What follows belongs to an exercise in optimizing a design on an open flow for small area; a production flow would make more cautious choices.
The RTL was checked by simulation tests, not by an equivalence proof against the original design.
Power and IR drop assume default switching activity.

## design/flow/config.mk

```make
export PLATFORM = sky130hd
export DESIGN_NAME = VectorExec
export DESIGN_NICKNAME = VectorExec
export VERILOG_FILES = /design/flow/design.v
export SDC_FILE = /design/flow/constraint.sdc
export NUM_CORES = 8
export LEC_CHECK = 0
export CAP_MARGIN = 20
export CORE_MARGIN = 2
export CORE_UTILIZATION = 65
export CTS_BUF_LIST = sky130_fd_sc_hd__clkbuf_8
export CTS_CLUSTER_DIAMETER = 60
export CTS_CLUSTER_SIZE = 16
export PLACE_DENSITY = 0.75
export SLEW_MARGIN = 20
export SYNTH_HIERARCHICAL = 1
export SYNTH_MINIMUM_KEEP_SIZE = 0
```

## design/flow/constraint.sdc

```tcl
create_clock -name core_clock -period 45.0 [get_ports {clk}]
set_input_delay 9.0000 -clock core_clock [delete_from_list [all_inputs] [get_ports {clk}]]
set_output_delay 9.0000 -clock core_clock [all_outputs]
set_load 0.01 [all_outputs]
```

## design/flow/design.v

```verilog
module VE_Scalar (p, a, bb, imm, sAdd, sSub, sMov, y);
	input  logic [79:0] p;    
	input  logic [20:0] a;     
	input  logic [20:0] bb;    
	input  logic [7:0] imm;
	input  logic sAdd, sSub, sMov;
	output logic [20:0] y;
	logic h12_0; assign h12_0 = a[12] & bb[0];
	logic h12_1; assign h12_1 = a[12] & bb[1];
	logic h12_2; assign h12_2 = a[12] & bb[2];
	logic h12_3; assign h12_3 = a[12] & bb[3];
	logic h8_4; assign h8_4 = a[8] & bb[4];
	logic h8_5; assign h8_5 = a[8] & bb[5];
	logic h8_6; assign h8_6 = a[8] & bb[6];
	logic h8_7; assign h8_7 = a[8] & bb[7];
	logic h4_8; assign h4_8 = a[4] & bb[8];
	logic h4_9; assign h4_9 = a[4] & bb[9];
	logic h4_10; assign h4_10 = a[4] & bb[10];
	logic h4_11; assign h4_11 = a[4] & bb[11];
	logic h0_12; assign h0_12 = a[0] & bb[12];
	logic h0_13; assign h0_13 = a[0] & bb[13];
	logic h0_14; assign h0_14 = a[0] & bb[14];
	logic h0_15; assign h0_15 = a[0] & bb[15];
	logic h0_16; assign h0_16 = a[0] & bb[16];
	logic h0_17; assign h0_17 = a[0] & bb[17];
	logic h0_18; assign h0_18 = a[0] & bb[18];
	logic h0_19; assign h0_19 = a[0] & bb[19];
	logic h20; assign h20 = a[0] & bb[20];
	logic cb0; assign cb0 = (imm[0] & (sAdd | sMov)) | (~imm[0] & sSub);
	logic cb1; assign cb1 = (imm[1] & (sAdd | sMov)) | (~imm[1] & sSub);
	logic cb2; assign cb2 = (imm[2] & (sAdd | sMov)) | (~imm[2] & sSub);
	logic cb3; assign cb3 = (imm[3] & (sAdd | sMov)) | (~imm[3] & sSub);
	logic cb4; assign cb4 = (imm[4] & (sAdd | sMov)) | (~imm[4] & sSub);
	logic cb5; assign cb5 = (imm[5] & (sAdd | sMov)) | (~imm[5] & sSub);
	logic cb6; assign cb6 = (imm[6] & (sAdd | sMov)) | (~imm[6] & sSub);
	logic cb7; assign cb7 = (imm[7] & (sAdd | sMov)) | (~imm[7] & sSub);
	logic s0, c0; VE_FA us0 (sSub, cb0, p[0], s0, c0);
	assign y[0] = s0;
	logic s1, c1; VE_FA us1 (cb1, p[1], c0, s1, c1);
	assign y[1] = s1;
	logic s2, c2; VE_FA us2 (cb2, p[2], c1, s2, c2);
	assign y[2] = s2;
	logic s3, c3; VE_FA us3 (cb3, p[3], c2, s3, c3);
	assign y[3] = s3;
	logic s4, c4; VE_FA us4 (cb4, p[32], p[4], s4, c4);
	logic s5, c5; VE_FA us5 (p[8], s4, c3, s5, c5);
	assign y[4] = s5;
	logic s6, c6; VE_FA us6 (cb5, p[33], p[5], s6, c6);
	logic s7, c7; VE_FA us7 (p[9], c4, s6, s7, c7);
	logic s8, c9; assign s8 = c5 ^ s7; assign c9 = c5 & s7;
	assign y[5] = s8;
	logic s10, c10; VE_FA us10 (cb6, p[10], p[34], s10, c10);
	logic s11, c11; VE_FA us11 (p[6], c6, s10, s11, c11);
	logic s12, c12; VE_FA us12 (c7, s11, c9, s12, c12);
	assign y[6] = s12;
	logic s13, c13; VE_FA us13 (cb7, p[11], p[35], s13, c13);
	logic s14, c14; VE_FA us14 (p[7], c10, s13, s14, c14);
	logic s15, c15; VE_FA us15 (c11, s14, c12, s15, c15);
	assign y[7] = s15;
	logic s16, c16; VE_FA us16 (sSub, p[12], p[16], s16, c16);
	logic s17, c17; VE_FA us17 (p[36], p[40], p[56], s17, c17);
	logic s18, c18; VE_FA us18 (c13, s16, s17, s18, c18);
	logic s19, c19; VE_FA us19 (c14, s18, c15, s19, c19);
	assign y[8] = s19;
	logic s20, c20; VE_FA us20 (sSub, p[13], p[17], s20, c20);
	logic s21, c21; VE_FA us21 (p[37], p[41], p[57], s21, c21);
	logic s22, c22; VE_FA us22 (c16, c17, s20, s22, c22);
	logic s23, c23; VE_FA us23 (s21, c18, s22, s23, c23);
	logic s24, c25; assign s24 = c19 ^ s23; assign c25 = c19 & s23;
	assign y[9] = s24;
	logic s26, c26; VE_FA us26 (sSub, p[14], p[18], s26, c26);
	logic s27, c27; VE_FA us27 (p[38], p[42], p[58], s27, c27);
	logic s28, c28; VE_FA us28 (c20, c21, s26, s28, c28);
	logic s29, c29; VE_FA us29 (s27, c22, s28, s29, c29);
	logic s30, c30; VE_FA us30 (c23, s29, c25, s30, c30);
	assign y[10] = s30;
	logic s31, c31; VE_FA us31 (sSub, p[15], p[19], s31, c31);
	logic s32, c32; VE_FA us32 (p[39], p[43], p[59], s32, c32);
	logic s33, c33; VE_FA us33 (c26, c27, s31, s33, c33);
	logic s34, c34; VE_FA us34 (s32, c28, s33, s34, c34);
	logic s35, c35; VE_FA us35 (c29, s34, c30, s35, c35);
	assign y[11] = s35;
	logic s36, c36; VE_FA us36 (sSub, h0_12, h12_0, s36, c36);
	logic s37, c37; VE_FA us37 (h4_8, h8_4, s36, s37, c37);
	logic s38, c38; VE_FA us38 (s37, p[20], p[44], s38, c38);
	logic s39, c39; VE_FA us39 (p[60], c31, c32, s39, c39);
	logic s40, c40; VE_FA us40 (s38, c33, s39, s40, c40);
	logic s41, c41; VE_FA us41 (c34, s40, c35, s41, c41);
	assign y[12] = s41;
	logic s42, c42; VE_FA us42 (sSub, h0_13, h12_1, s42, c42);
	logic s43, c43; VE_FA us43 (h4_9, h8_5, c36, s43, c43);
	logic s44, c44; VE_FA us44 (s42, c37, s43, s44, c44);
	logic s45, c45; VE_FA us45 (s44, p[21], p[24], s45, c45);
	logic s46, c46; VE_FA us46 (p[45], p[48], p[61], s46, c46);
	logic s47, c47; VE_FA us47 (p[64], p[72], c38, s47, c47);
	logic s48, c48; VE_FA us48 (s45, s46, c39, s48, c48);
	logic s49, c49; VE_FA us49 (s47, c40, s48, s49, c49);
	logic s50, c51; assign s50 = c41 ^ s49; assign c51 = c41 & s49;
	assign y[13] = s50;
	logic s52, c52; VE_FA us52 (sSub, h0_14, h12_2, s52, c52);
	logic s53, c53; VE_FA us53 (h4_10, h8_6, c42, s53, c53);
	logic s54, c54; VE_FA us54 (s52, c43, s53, s54, c54);
	logic s55, c55; VE_FA us55 (c44, s54, p[22], s55, c55);
	logic s56, c56; VE_FA us56 (p[25], p[46], p[49], s56, c56);
	logic s57, c57; VE_FA us57 (p[62], p[65], p[73], s57, c57);
	logic s58, c58; VE_FA us58 (c45, c46, s55, s58, c58);
	logic s59, c59; VE_FA us59 (s56, s57, c47, s59, c59);
	logic s60, c60; VE_FA us60 (s58, c48, s59, s60, c60);
	logic s61, c61; VE_FA us61 (c49, s60, c51, s61, c61);
	assign y[14] = s61;
	logic s62, c62; VE_FA us62 (sSub, h0_15, h12_3, s62, c62);
	logic s63, c63; VE_FA us63 (h4_11, h8_7, c52, s63, c63);
	logic s64, c64; VE_FA us64 (s62, c53, s63, s64, c64);
	logic s65, c65; VE_FA us65 (c54, s64, p[23], s65, c65);
	logic s66, c66; VE_FA us66 (p[26], p[47], p[50], s66, c66);
	logic s67, c67; VE_FA us67 (p[63], p[66], p[74], s67, c67);
	logic s68, c68; VE_FA us68 (c55, c56, c57, s68, c68);
	logic s69, c69; VE_FA us69 (s65, s66, s67, s69, c69);
	logic s70, c70; VE_FA us70 (c58, s68, s69, s70, c70);
	logic s71, c71; VE_FA us71 (c59, s70, c60, s71, c71);
	logic s72, c73; assign s72 = c61 ^ s71; assign c73 = c61 & s71;
	assign y[15] = s72;
	logic s74, c74; VE_FA us74 (sSub, h0_16, c62, s74, c74);
	logic s75, c75; VE_FA us75 (c63, s74, c64, s75, c75);
	logic s76, c76; VE_FA us76 (s75, p[27], p[51], s76, c76);
	logic s77, c77; VE_FA us77 (p[67], p[75], c65, s77, c77);
	logic s78, c78; VE_FA us78 (c66, c67, s76, s78, c78);
	logic s79, c79; VE_FA us79 (c68, c69, s77, s79, c79);
	logic s80, c80; VE_FA us80 (s78, c70, s79, s80, c80);
	logic s81, c81; VE_FA us81 (s80, c71, c73, s81, c81);
	assign y[16] = s81;
	logic s82, c82; VE_FA us82 (sSub, h0_17, c74, s82, c82);
	logic s83, c83; VE_FA us83 (s82, c75, p[28], s83, c83);
	logic s84, c84; VE_FA us84 (p[52], p[68], p[76], s84, c84);
	logic s85, c85; VE_FA us85 (c76, s83, s84, s85, c85);
	logic s86, c86; VE_FA us86 (c77, c78, s85, s86, c86);
	logic s87, c87; VE_FA us87 (c79, s86, c80, s87, c87);
	logic s88, c89; assign s88 = c81 ^ s87; assign c89 = c81 & s87;
	assign y[17] = s88;
	logic s90, c90; VE_FA us90 (sSub, h0_18, c82, s90, c90);
	logic s91, c91; VE_FA us91 (s90, p[29], p[53], s91, c91);
	logic s92, c92; VE_FA us92 (p[69], p[77], c83, s92, c92);
	logic s93, c93; VE_FA us93 (c84, s91, c85, s93, c93);
	logic s94, c94; VE_FA us94 (s92, c86, s93, s94, c94);
	logic s95, c95; VE_FA us95 (s94, c87, c89, s95, c95);
	assign y[18] = s95;
	logic s96, c96; VE_FA us96 (sSub, h0_19, c90, s96, c96);
	logic s97, c97; VE_FA us97 (s96, p[30], p[54], s97, c97);
	logic s98, c98; VE_FA us98 (p[70], p[78], c91, s98, c98);
	logic s99, c99; VE_FA us99 (s97, c92, s98, s99, c99);
	logic s100, c100; VE_FA us100 (c93, s99, c94, s100, c100);
	logic s101, c102; assign s101 = c95 ^ s100; assign c102 = c95 & s100;
	assign y[19] = s101;
	logic s103, c103; VE_FA us103 (sSub, h20, c96, s103, c103);
	logic s104, c104; VE_FA us104 (s103, p[31], p[55], s104, c104);
	logic s105, c105; VE_FA us105 (p[71], p[79], c97, s105, c105);
	logic s106, c106; VE_FA us106 (s104, c98, s105, s106, c106);
	logic s107, c107; VE_FA us107 (c99, s106, c100, s107, c107);
	logic s108; assign s108 = c102 ^ s107;
	assign y[20] = s108;
endmodule
module VE_FA (a, b, c, s, co);
	input  logic a, b, c;
	output logic s, co;
	assign s = a ^ b ^ c;
	assign co = (a & b) | (a & c) | (b & c);
endmodule
module VE_MXI (a, b, s, y);
	input  logic a, b, s;
	output logic y;
	assign y = ~(s ? b : a);
endmodule
module VE_LXP (a, e, sel, y);
	input  logic a, e, sel;
	output logic y;
	assign y = ~(a ^ (sel & e));
endmodule
module VE_LXN (a, e, sel, y);
	input  logic a, e, sel;
	output logic y;
	assign y = a ^ (sel & e);
endmodule
module VE_OUT (q, t, en, bc, y);
	input  logic q, t, en, bc;
	output logic y;
	assign y = q | (t & en) | bc;
endmodule
module VE_OUT2 (c, h, t, en, bc, y);
	input  logic c, h, t, en, bc;
	output logic y;
	assign y = (c & h) | (t & en) | bc;
endmodule
module VE_SEL (a, m, c, h, y);
	input  logic a, m, c, h;
	output logic y;
	assign y = (a & m) | (c & h);
endmodule
module VE_Lane (a, b, D, Dn, E, G1, G0, Mm1, D0, hzd, hzdn, k7, h7, mDiv, mMul, mAdd, ten, bc, y);
	input  logic [7:0] a;       
	input  logic [7:0] b;       
	input  logic [7:0] D;       
	input  logic [7:0] Dn;      
	input  logic E, G1, G0;     
	input  logic [7:0] Mm1;     
	input  logic [7:0] D0;      
	input  logic [7:0] hzd;     
	input  logic [7:0] hzdn;    
	input  logic k7;            
	input  logic h7;            
	input  logic mDiv, mMul, mAdd;
	input  logic ten;           
	input  logic [7:0] bc;      
	output logic [7:0] y;
	logic [7:0] q;
	logic [7:0] t0;
	logic [7:0] y0;
	logic [7:0] r [8:1];
	assign y0 = (b & {8{mAdd}}) | (Mm1 & {8{a[0]}}) | D0;
	assign q[7] = (a[7] & hzd[7]) | h7;
	assign r[7] = {7'd0, a[7] & ~k7};
	genvar i, j;
	for (i = 6; i >= 0; i = i - 1) begin : row
		localparam int W = 8 - i;
		localparam bit NEG = (i % 2) == 1;
		logic [W-1:0] s, yy, t;
		logic [W:0] c;
		logic xi;
		assign xi = NEG ? ~a[i] : a[i];
		assign s = {r[i+1][W-2:0], xi};
		assign c[0] = NEG ? ~mDiv : mDiv;
		for (j = 0; j < W; j = j + 1) begin : bitc
			if (i == 0) assign yy[j] = y0[j];
			else if (NEG) assign yy[j] = Dn[j];
			else assign yy[j] = D[j];
			if (j == 0 && i > 0) begin : lo
				if (NEG) assign c[1] = ~((a[i] & G1) | G0);
				else assign c[1] = (a[i] & G1) | G0;
			end else begin : fb
				VE_FA fa (s[j], yy[j], c[j], t[j], c[j+1]);
			end
		end
		logic sel;
		if (NEG) begin : qn
			assign q[i] = ~(c[W] | hzdn[i]);
			assign sel = (a[i] & mMul) | q[i];
		end else begin : qp
			assign q[i] = c[W] & hzd[i];
			if (i > 0) begin : sp
				VE_SEL us (a[i], mMul, c[W], hzd[i], sel);
			end
		end
		if (i > 0) begin : rn
			for (j = 0; j < W; j = j + 1) begin : mx
				if (j == 0 && NEG) begin : ln
					VE_LXN m (a[i], E, sel, r[i][j]);
				end else if (j == 0) begin : lp
					VE_LXP m (a[i], E, sel, r[i][j]);
				end else begin : mm
					VE_MXI m (s[j], t[j], sel, r[i][j]);
				end
			end
			if (W < 8) assign r[i][7:W] = '0;
		end else begin : r0
			assign t0 = t;
		end
	end
	for (j = 0; j < 8; j = j + 1) begin : yo
		if (j % 2 == 1 || j == 7) begin : on
			VE_OUT o (q[j], t0[j], ten, bc[j], y[j]);
		end else begin : op
			VE_OUT2 o (row[j].c[8-j], hzd[j], t0[j], ten, bc[j], y[j]);
		end
	end
endmodule
module VE_HOLD (p, q, ld, hd, d);
	input  logic p, q, ld, hd;
	output logic d;
	assign d = (p & ld) | (q & hd);
endmodule
module VectorExec(clk, rst, op, imm, r1e, r2e, r1v, r2v, res_e, res_v);
	input logic clk;
	input logic rst;
	input logic [3:0] op;
	input logic [7:0] imm;
	input logic [20:0] r1e;
	input logic [20:0] r2e;
	input logic [191:0] r1v;
	input logic [191:0] r2v;
	output logic [20:0] res_e;
	output logic [191:0] res_v;
	logic en, isS, isV, mBc, mMul, mAdd, mDiv, sMov, sAdd, sSub, sMul;
	assign en   = ~op[3];
	assign sMov = en & (op[2:0] == 3'b000);
	assign mBc  = en & (op[2:0] == 3'b001);
	assign sAdd = en & (op[2:0] == 3'b010);
	assign sSub = en & (op[2:0] == 3'b011);
	assign mMul = en & (op[2:0] == 3'b100);
	assign mAdd = en & (op[2:0] == 3'b101);
	assign mDiv = en & (op[2:0] == 3'b110);
	assign sMul = en & (op[2:0] == 3'b111);
	assign isS = sMov | sAdd | sSub | sMul;
	assign isV = mBc | mMul | mAdd | mDiv;
	logic nisS;
	assign nisS = ~isS;
	logic [7:0] D, Mm1, D0, hzd, bc, m1;
	assign m1 = r2e[7:0] - 8'd1;
	assign Mm1 = m1 & {8{mMul}};
	assign D0 = ~r2e[7:0] & {8{mDiv}};
	assign D = Mm1 | D0;
	assign bc = r2e[7:0] & {8{mBc}};
	logic h7;
	assign h7 = hzd[7] & ~r2e[0];
	genvar k;
	for (k = 0; k < 8; k = k + 1) begin : shc
		assign hzd[k] = mDiv & (r2e[20:8-k] == '0);
	end
	logic [20:0] bb;
	assign bb = {r2e[20:1] & {20{sMul}}, (r2e[0] & sMul) | sAdd | sSub};
	logic [7:0] Mm1g [0:3];
	genvar g;
	for (g = 0; g < 3; g = g + 1) begin : grp
		logic [3:0] bj;
		assign bj = bb[4*g +: 4];
		assign Mm1g[g] = isS ? {{4{bj == 4'd0}}, bj - 4'd1} : Mm1;
	end
	assign Mm1g[3] = isS ? bb[12 +: 8] - 8'd1 : Mm1;
	logic [191:0] vres;
	logic [79:0] prod;
	logic [20:0] sres;
	genvar l;
	for (l = 0; l < 24; l = l + 1) begin : lane
		if (l >= 3 && l < 13) begin : sc
			localparam int n = l - 3;
			localparam int J = (n < 4) ? 0 : (n < 7) ? 1 : (n < 9) ? 2 : 3;
			localparam int AO = (n == 1 || n == 5) ? 4 : (n == 2) ? 8 : (n == 3) ? 13 :
				(n == 6) ? 9 : (n == 8) ? 5 : (n == 9) ? 1 : 0;
			localparam int AW = (n == 3 || n == 6 || n == 8 || n == 9) ? 8 : 4;
			logic [7:0] la, lD;
			for (k = 0; k < 8; k = k + 1) begin : am
				if (k < AW) begin : ch
					VE_HOLD ux (r1e[AO + k], r2v[8*l + k], isS, nisS, la[k]);
				end else begin : z
					assign la[k] = r2v[8*l + k] & nisS;
				end
			end
			assign lD = Mm1g[J] | D0;
			VE_Lane u (.a(la), .b(r1v[8*l +: 8]), .D(lD), .Dn(~lD),
				.E(lD[0] ^ mDiv), .G1(lD[0] | mDiv), .G0(lD[0] & mDiv), .Mm1(Mm1g[J]), .D0(D0),
				.hzd(hzd), .hzdn(~hzd), .k7((hzd[7] & r2e[0]) | Mm1g[J][0]), .h7(h7), .bc(bc),
				.mDiv(mDiv), .mMul(mMul | isS), .mAdd(mAdd), .ten(mMul | mAdd | isS),
				.y(vres[8*l +: 8]));
			assign prod[8*n +: 8] = vres[8*l +: 8];
		end else begin : vc
			logic [7:0] lbc;
			if (l < 3) begin : se
				for (k = 0; k < 8; k = k + 1) begin : b
					if (8*l + k < 21) assign lbc[k] = bc[k] | (sres[8*l + k] & isS);
					else assign lbc[k] = bc[k];
				end
			end else begin : nse
				assign lbc = bc;
			end
			VE_Lane u (.a(r2v[8*l +: 8]), .b(r1v[8*l +: 8]), .D(D), .Dn(~D),
				.E(D[0] ^ mDiv), .G1(D[0] | mDiv), .G0(D[0] & mDiv), .Mm1(Mm1), .D0(D0),
				.hzd(hzd), .hzdn(~hzd), .k7((hzd[7] & r2e[0]) | Mm1[0]), .h7(h7), .bc(lbc),
				.mDiv(mDiv), .mMul(mMul), .mAdd(mAdd), .ten(mMul | mAdd),
				.y(vres[8*l +: 8]));
		end
	end
	VE_Scalar scal (.p(prod), .a(r1e), .bb(bb), .imm(imm), .sAdd(sAdd), .sSub(sSub),
		.sMov(sMov), .y(sres));
	logic [191:0] P;
	logic tE, tV;
	logic [20:0] Re;
	logic [191:0] Rv;
	logic ldE, hdE, ldV, hdV;
	assign ldE = ~rst & tE;
	assign hdE = ~rst & ~tE;
	assign ldV = ~rst & tV;
	assign hdV = ~rst & ~tV;
	logic [20:0] ReD;
	logic [191:0] RvD;
	genvar h;
	for (h = 0; h < 21; h = h + 1) begin : hE
		VE_HOLD u (P[h], Re[h], ldE, hdE, ReD[h]);
	end
	for (h = 0; h < 192; h = h + 1) begin : hV
		VE_HOLD u (P[h], Rv[h], ldV, hdV, RvD[h]);
	end
	always @(posedge clk) begin
		P <= vres;
		tE <= ~rst & isS;
		tV <= ~rst & isV;
		Re <= ReD;
		Rv <= RvD;
	end
	assign res_e = Re;
	assign res_v = Rv;
endmodule
```

## design/flow/standard.sh

```bash
#!/bin/bash
# synth_recipe.tcl (not shown) runs the flow's synth.tcl, then flattens the netlist and writes it again
# the make line also repeats each setting of config.mk as NAME=value (left out here)
make -C /OpenROAD-flow-scripts/flow DESIGN_CONFIG=/design/flow/config.mk WORK_HOME=/design/flow/orfs CLKGATE_MAP_FILE= SYNTH_SCRIPT=/design/flow/synth_recipe.tcl "${@:-finish}"
```

## design/flow/flow/run.sh

```bash
#!/bin/bash
# Own layout flow: the standard flow (standard.sh) step by step, with
# the port buffers made from the smallest buffer cell instead of the one
# buffer_ports picks by default.  Each step's full output goes to its own
# log file in the work folder.
set -euo pipefail
export BUFFER_PORTS_ARGS="-buffer_cell sky130_fd_sc_hd__buf_1"
bash standard.sh synth > synth.log 2>&1
bash standard.sh floorplan > floorplan.log 2>&1
bash standard.sh place > place.log 2>&1
bash standard.sh cts > cts.log 2>&1
bash standard.sh route > route.log 2>&1
bash standard.sh finish > finish.log 2>&1
```

==> results of run 1 <==
[through the flow]
| stage | instances | utilization, % |
|---|---|---|
| floorplan | 3568 | - |
| global placement | 5083 | 71.2 |
| finish | 5183 | 72.8 |
| detailed placement | 5083 | 71.2 |
| CTS | 5151 | 72.6 |
| global route | 5166 | 72.7 |
[area by class of cell]
cell class	instances	area share, %
Sequential cell	407	17.1
Tap cell	864	2.26
Clock inverter	20	0.574
Timing Repair Buffer	751	6.77
Multi-Input combinational cell	3016	71.4
Clock buffer	48	1.38
Inverter	46	0.372
Antenna cell	31	0.162
[power by group through the flow]
stage	logic (mW)	clock network, mW	registers, mW
4_1_cts	0.720	0.275	0.415
2_1_floorplan	0.548	0	0.415
3_5_place_dp	0.716	0	0.423
6_report	0.744	0.276	0.418
3_3_place_gp	0.690	0	0.423
5_1_grt	0.801	0.289	0.419
[state kept, by name (all words and copies together), names as in the netlist]
name,count
P,192
Rv,192
Re,21
tE,1
tV,1
[cells in the final DEF, fill, tap and decap left out, drive strengths merged, types with 17 or more instances in the layout]
| cell | count |
|---|---|
| a22o | 341 |
| buf | 751 |
| fa | 792 |
| nor2 | 125 |
| mux2i | 504 |
| clkbuf | 48 |
| xor2 | 75 |
| o21ai | 29 |
| a21oi | 88 |
| nor2b | 29 |
| a21o | 117 |
| and2 | 68 |
| dfxtp | 407 |
| a221o | 288 |
| inv | 53 |
| a211o | 99 |
| nand2 | 202 |
| nor3 | 17 |
| o2bb2ai | 72 |
| ha | 21 |
| diode | 31 |
| xnor2 | 75 |
[worst max path at each step]
stage,start,endpoint,slack [ns],depth (start not counted)
6_report,op[0],P[20],11.10,76
5_1_grt,op[0],P[20],10.46,79
4_1_cts,op[0],P[20],11.41,76
3_5_place_dp,op[0],P[20],10.68,76
3_3_place_gp,op[0],P[20],11.18,76
2_1_floorplan,op[3],P[20],9.94,76
[worst max-delay path: cells and delay by family]
| family | cells | cell delay, ns |
|---|---|---|
| simple gates | 11 | 2.67 |
| fa+ha+maj | 48 | 18.31 |
| xor+xnor | 7 | 1.03 |
| compound gates | 9 | 3.21 |
| buf+inv | 1 | 0.27 |
[layer usage]
layer	global-route usage, %	up-vias
li1	-	14900
met1	63.9	18700
met2	75.2	3399
met3	23.1	1054
met4	43.9	28
met5	0.486	-
==> impl_metrics.yaml, run 1 <==
timing:
  max_freq_mhz: 29.5
  worst_pin_slew_ns: 1.32
  rsz0062_at_grt: "no"
  worst_slack_ns: 11.10
  finalCriticalPeriod_ns: 33.90
  maxSlewViolCount: 0
  fin_skew_ns: 0.0320
  fin_crit_sh_pct: 75.3
  slew_headroom_pct: 10.8
  final.setup.tns_ns: 0
  finalHoldViolCount: 0
  whs_ns: 0.442
  setup_viol: 0
worst_setup_path:
  cp_max_fo: 17
  r2r_slack_ns: 43.20
  crit_slowest_cell: "o2bb2ai_1"
  cp_common_cell: "fa_1"
  start_kind: "input pin"
  critPathKind: "input pin to flip-flop"
  cpPeakStageDelay_ns: 0.73
  crit_arrival_ns: 34.52
  critical_path_required_ns: 45.62
  endpoint_kind: "flip-flop"
  rr_endpoint: "Rv[133]"
  worstRegToRegCells: 3
  worstReg2RegStart: "tV"
place:
  portBuffers: 652
  gp_congestion: 1.06
  dp_hpwl_mm: 130
  place_ws_ns: 10.68
  placed_area_sq_um: 46700
drt:
  wl_per_cell_um: 35.2
  firstDrtPassIters: 9
  met3WireLength_mm: 28.5
  vias: 38100
  dr_wl_met2_mm: 75.5
  ant_nets: 0
  top_layer_used: "met5"
  drc_errors: 0
  routed_wirelength_mm: 183
  drt-met1-wl_mm: 59.3
  dr.first_iter.drc_count: 4885
  vias_per_cell: 7.35
global_routing:
  antenna_found_initial: 37
  grt.overflow.total: 0
  grt_pass1_vias: 38100
  grt_max_degree: 193
  grt_pass1_wl_mm: 259
  grt_usage_pct: 53.6
cells_and_area:
  areaGrowthSynthToFinish_pct: 10.9
  finalInstanceArea_sq_um: 47700
  seq_area_sq_um: 8150
  drive_above_1_share_pct: 5.67
  fin_nets: 5518
  multi_input_area_sq_um: 34100
  fillCellCount: 4822
hold_path:
  worst_hold_path.endpoint: "Rv[103]"
  min-delay-start: "P[103]"
  min_path_cells: 1
  min_path_type: "flip-flop to flip-flop"
floorplanning:
  fp.dieH_um: 261
  row_count: 94
  coreArea_sq_um: 65600
  die_area_sq_um: 68300
  start_util_pct: 65.6
  num_io_pins: 653
  die_w_um: 261
clock_network:
  cts.sink_count: 407
  clock_latency_ns: 0.72
  cts_root_buffer: "clkbuf_8"
  cts_tree: "done"
  cts_setup_buffers: 0
  clock_path_buffers: 3
  htree_levels: 2
  postCtsResizedCells: 0
  cts_buffers: 43
  clkTransAtPathRegs_ns: 0.10
  cts_hold_buffers: 0
power_and_ir_drop:
  fin_total_pwr_mw: 1.44
  swShare_pct: 43.9
  p_comb_share_pct: 51.7
  pwr_density_cell_nw_per_um2: 30.1
  net-switching-power_mw: 0.631
  p_int_mw: 0.808
  seq_power_share_pct: 29.0
  leakage_nw: 18.9
  irDropWorstVdd_v: 0.0000335
  p_clk_share_pct: 19.2
synthesis:
  yosysWarnings: 12
  synth_fp_nets: 4821
  avgSynthCellArea_sq_um: 12.1
  syn_area_sq_um: 43000
  syn_inst: 3568
outcome:
  status: "complete, no violations"
run:
  drv_cap: 0
==> inputs of run 2 (changes only) <==
==> design/flow/flow/run.sh (replaced) <==
#!/bin/bash
# Own layout flow: the standard flow (standard.sh) step by step, with
# two changes to how the layout is made:
#  - the port buffers are the smallest buffer cell (buffer_ports
#    -buffer_cell) instead of the one buffer_ports picks by default;
#  - after global routing, repair_timing -recover_power downsizes cells on
#    paths with timing slack to spare (ORFS's RECOVER_POWER).
# Each step's full output goes to its own log file in the work folder.
set -euo pipefail
export BUFFER_PORTS_ARGS="-buffer_cell sky130_fd_sc_hd__buf_1"
export RECOVER_POWER=100
bash standard.sh synth > synth.log 2>&1
bash standard.sh floorplan > floorplan.log 2>&1
bash standard.sh place > place.log 2>&1
bash standard.sh cts > cts.log 2>&1
bash standard.sh route > route.log 2>&1
bash standard.sh finish > finish.log 2>&1
--- a/design/flow/config.mk
+++ b/design/flow/config.mk
@@ -8,9 +8,9 @@
 export CAP_MARGIN = 20
 export CORE_MARGIN = 2
-export CORE_UTILIZATION = 65
+export CORE_UTILIZATION = 62
 export CTS_BUF_LIST = sky130_fd_sc_hd__clkbuf_8
 export CTS_CLUSTER_DIAMETER = 60
 export CTS_CLUSTER_SIZE = 16
-export PLACE_DENSITY = 0.75
+export PLACE_DENSITY = 0.72
 export SLEW_MARGIN = 20
 export SYNTH_HIERARCHICAL = 1
==> run 2 against run 1 <==
Via count is 0.59% lower; clock skew is 0.015 ns higher; utilization is 3.2 points lower; clock-buffer cell count is 2 lower; the layout now fails its checks (max-capacitance violations, max-slew violations); sequential power hardly changed; highest routed layer unchanged.
==> impl_metrics.yaml, run 2 <==
outcome:
  status: "complete, but fails checks"
  violations: "max-capacitance violations, max-slew violations"
timing:
  final.setup.tns_ns: 0
  fin_skew_ns: 0.0465
  finalCriticalPeriod_ns: 36.10
  whs_ns: 0.453
  worst_pin_slew_ns: 8.21
  worst_slack_ns: 8.90
  setup_viol: 0
  finalHoldViolCount: 0
  slew_headroom_pct: -447
  rsz0062_at_grt: "no"
  max_freq_mhz: 27.7
  fin_crit_sh_pct: 80.2
  maxSlewViolCount: 469
clock_network:
  cts.sink_count: 407
  htree_levels: 2
  cts_root_buffer: "clkbuf_8"
  clock_latency_ns: 0.73
  clkTransAtPathRegs_ns: 0.11
  cts_hold_buffers: 0
  postCtsResizedCells: 0
  cts_setup_buffers: 0
  cts_buffers: 44
  cts_tree: "done"
  clock_path_buffers: 3
synthesis:
  avgSynthCellArea_sq_um: 12.1
  yosysWarnings: 12
  syn_inst: 3568
  syn_area_sq_um: 43000
  synth_fp_nets: 4821
drt:
  vias: 37900
  drc_errors: 0
  ant_nets: 0
  routed_wirelength_mm: 184
  dr.first_iter.drc_count: 4605
  vias_per_cell: 7.19
  firstDrtPassIters: 7
  wl_per_cell_um: 35.0
worst_setup_path:
  worstReg2RegStart: "tV"
  cpPeakStageDelay_ns: 2.41
  cp_common_cell: "fa_1"
  crit_arrival_ns: 36.71
  start_kind: "input pin"
  cp_max_fo: 51
  rr_endpoint: "Rv[19]"
  critical_path.endpoint: "P[20]"
  crit_slowest_cell: "clkbuf_1"
  r2r_slack_ns: 35.62
  startpoint: "op[0]"
  critPathKind: "input pin to flip-flop"
  endpoint_kind: "flip-flop"
  critical_path_required_ns: 45.61
  worstRegToRegCells: 3
place:
  portBuffers: 652
  dp_hpwl_mm: 132
  gp_congestion: 1.06
  place_ws_ns: 10.85
power_and_ir_drop:
  fin_total_pwr_mw: 1.45
  leakage_nw: 18.9
  swShare_pct: 44.4
  p_clk_share_pct: 19.4
  p_comb_share_pct: 51.9
  net-switching-power_mw: 0.645
  seq_power_share_pct: 28.7
  p_int_mw: 0.808
  pwr_density_cell_nw_per_um2: 30.4
  irDropWorstVdd_v: 0.0000311
floorplanning:
  coreArea_sq_um: 68700
  die_w_um: 267
  row_count: 96
  start_util_pct: 62.6
  fp.dieH_um: 267
  num_io_pins: 653
  die_area_sq_um: 71500
cells_and_area:
  fillCellCount: 5457
  drive_above_1_share_pct: 5.51
  areaGrowthSynthToFinish_pct: 11.1
  mostFrequentLayoutCells: "fa_1, buf_1, mux2i_1"
  layout_commonest_cell: "fa_1"
  reg_top3: "P x192, Rv x192, Re x21"
  fin_nets: 5525
global_routing:
  grt_max_degree: 165
  grt.overflow.total: 0
  grt_pass1_wl_mm: 262
  grt_pass1_vias: 38200
  grt_usage_pct: 51.8
  antenna_found_initial: 37
run:
  drv_cap: 10
hold_path:
  min_path_type: "flip-flop to flip-flop"
  min_path_cells: 1
[run 2: layout make-up]
class / count / area (sq um) / share of cell area [%]
diodes: 34 / 85.1 / 0.178
flip-flops and latches: 407 / 8150 / 17.0
clock inverters: 27 / 315 / 0.660
multi-input cells: 3016 / 34100 / 71.2
repair buffers: 757 / 3230 / 6.76
well taps: 931 / 1160 / 2.44
inverters: 46 / 179 / 0.374
clock buffers: 46 / 633 / 1.32
[run 2: power groups by stage]
stage / combinational, mW / clock (mW) / sequential [mW]
floorplan: 0.548 / 0 / 0.415
global placement: 0.703 / 0 / 0.423
detailed placement: 0.724 / 0 / 0.423
CTS: 0.728 / 0.281 / 0.415
global route: 0.815 / 0.294 / 0.418
finish: 0.754 / 0.282 / 0.417
[run 2: metal layers]
layer,GRT usage (%),up-vias,wire (um),share of wire (%)
met2,72.4,3173,76700,42
met3,20.9,956,27200,15
li1,-,14900,-,-
met4,42.1,26,18000,9.8
met5,0.624,-,169,0.092
met1,62.9,18800,62100,34
[run 2: worst min path at each step]
stage               startpoint       to
finish                  P[190]  Rv[190]
CTS                     P[122]  Rv[122]
floorplan               P[100]  Rv[100]
detailed placement      P[184]  Rv[184]
global route            P[122]  Rv[122]
global placement        P[142]  Rv[142]
[run 2: critical path: cells and delay by family]
family,cells,cell delay [ns]
adder cells (fa/ha/maj),43,16.39
AO/OA/AOI/OAI,9,3.46
XOR/XNOR,7,1.11
AND/OR/NAND/NOR,9,2.04
buffers and inverters,4,4.63
[run 2: stage by stage]
stage	std cells	area, sq um	util (%)
2_1_floorplan	3568	43000	-
3_3_place_gp	5157	46900	68.2
3_5_place_dp	5157	46900	68.2
4_1_cts	5230	47800	69.6
5_1_grt	5252	47800	69.5
6_report	5264	47800	69.6

==> afterwards: timing with drivers on the ports <==
The flow's constraints put no driver on any port. The routed layouts listed below were extracted and timed again, unchanged, in two steps.
Step 1 (the two cells are an assumption about what drives the block):
set clk [get_ports {clk}]
set_driving_cell -lib_cell sky130_fd_sc_hd__clkbuf_16 $clk
set_driving_cell -lib_cell sky130_fd_sc_hd__buf_2 [delete_from_list [all_inputs] $clk]
Step 2 also shifts input and output timing later by t, the mid clock arrival at the registers, as if the neighbouring blocks saw the same clock.
a / b / c = no drivers / after step 1 / after step 2; a / b = the first two.
run | t (ns) | setup slack, ns | hold WS [ns]
run 1 | 0.769 | 11.098 / 11.106 / 10.337 | 0.442 / 0.442 / 0.442
run 2 | 0.775 | 8.905 / 8.852 / 8.077 | 0.453 / 0.453 / 0.453
For run 2, which loses most, drivers alone change the setup slack by -0.053 ns; drivers and shift together by -0.828 ns.
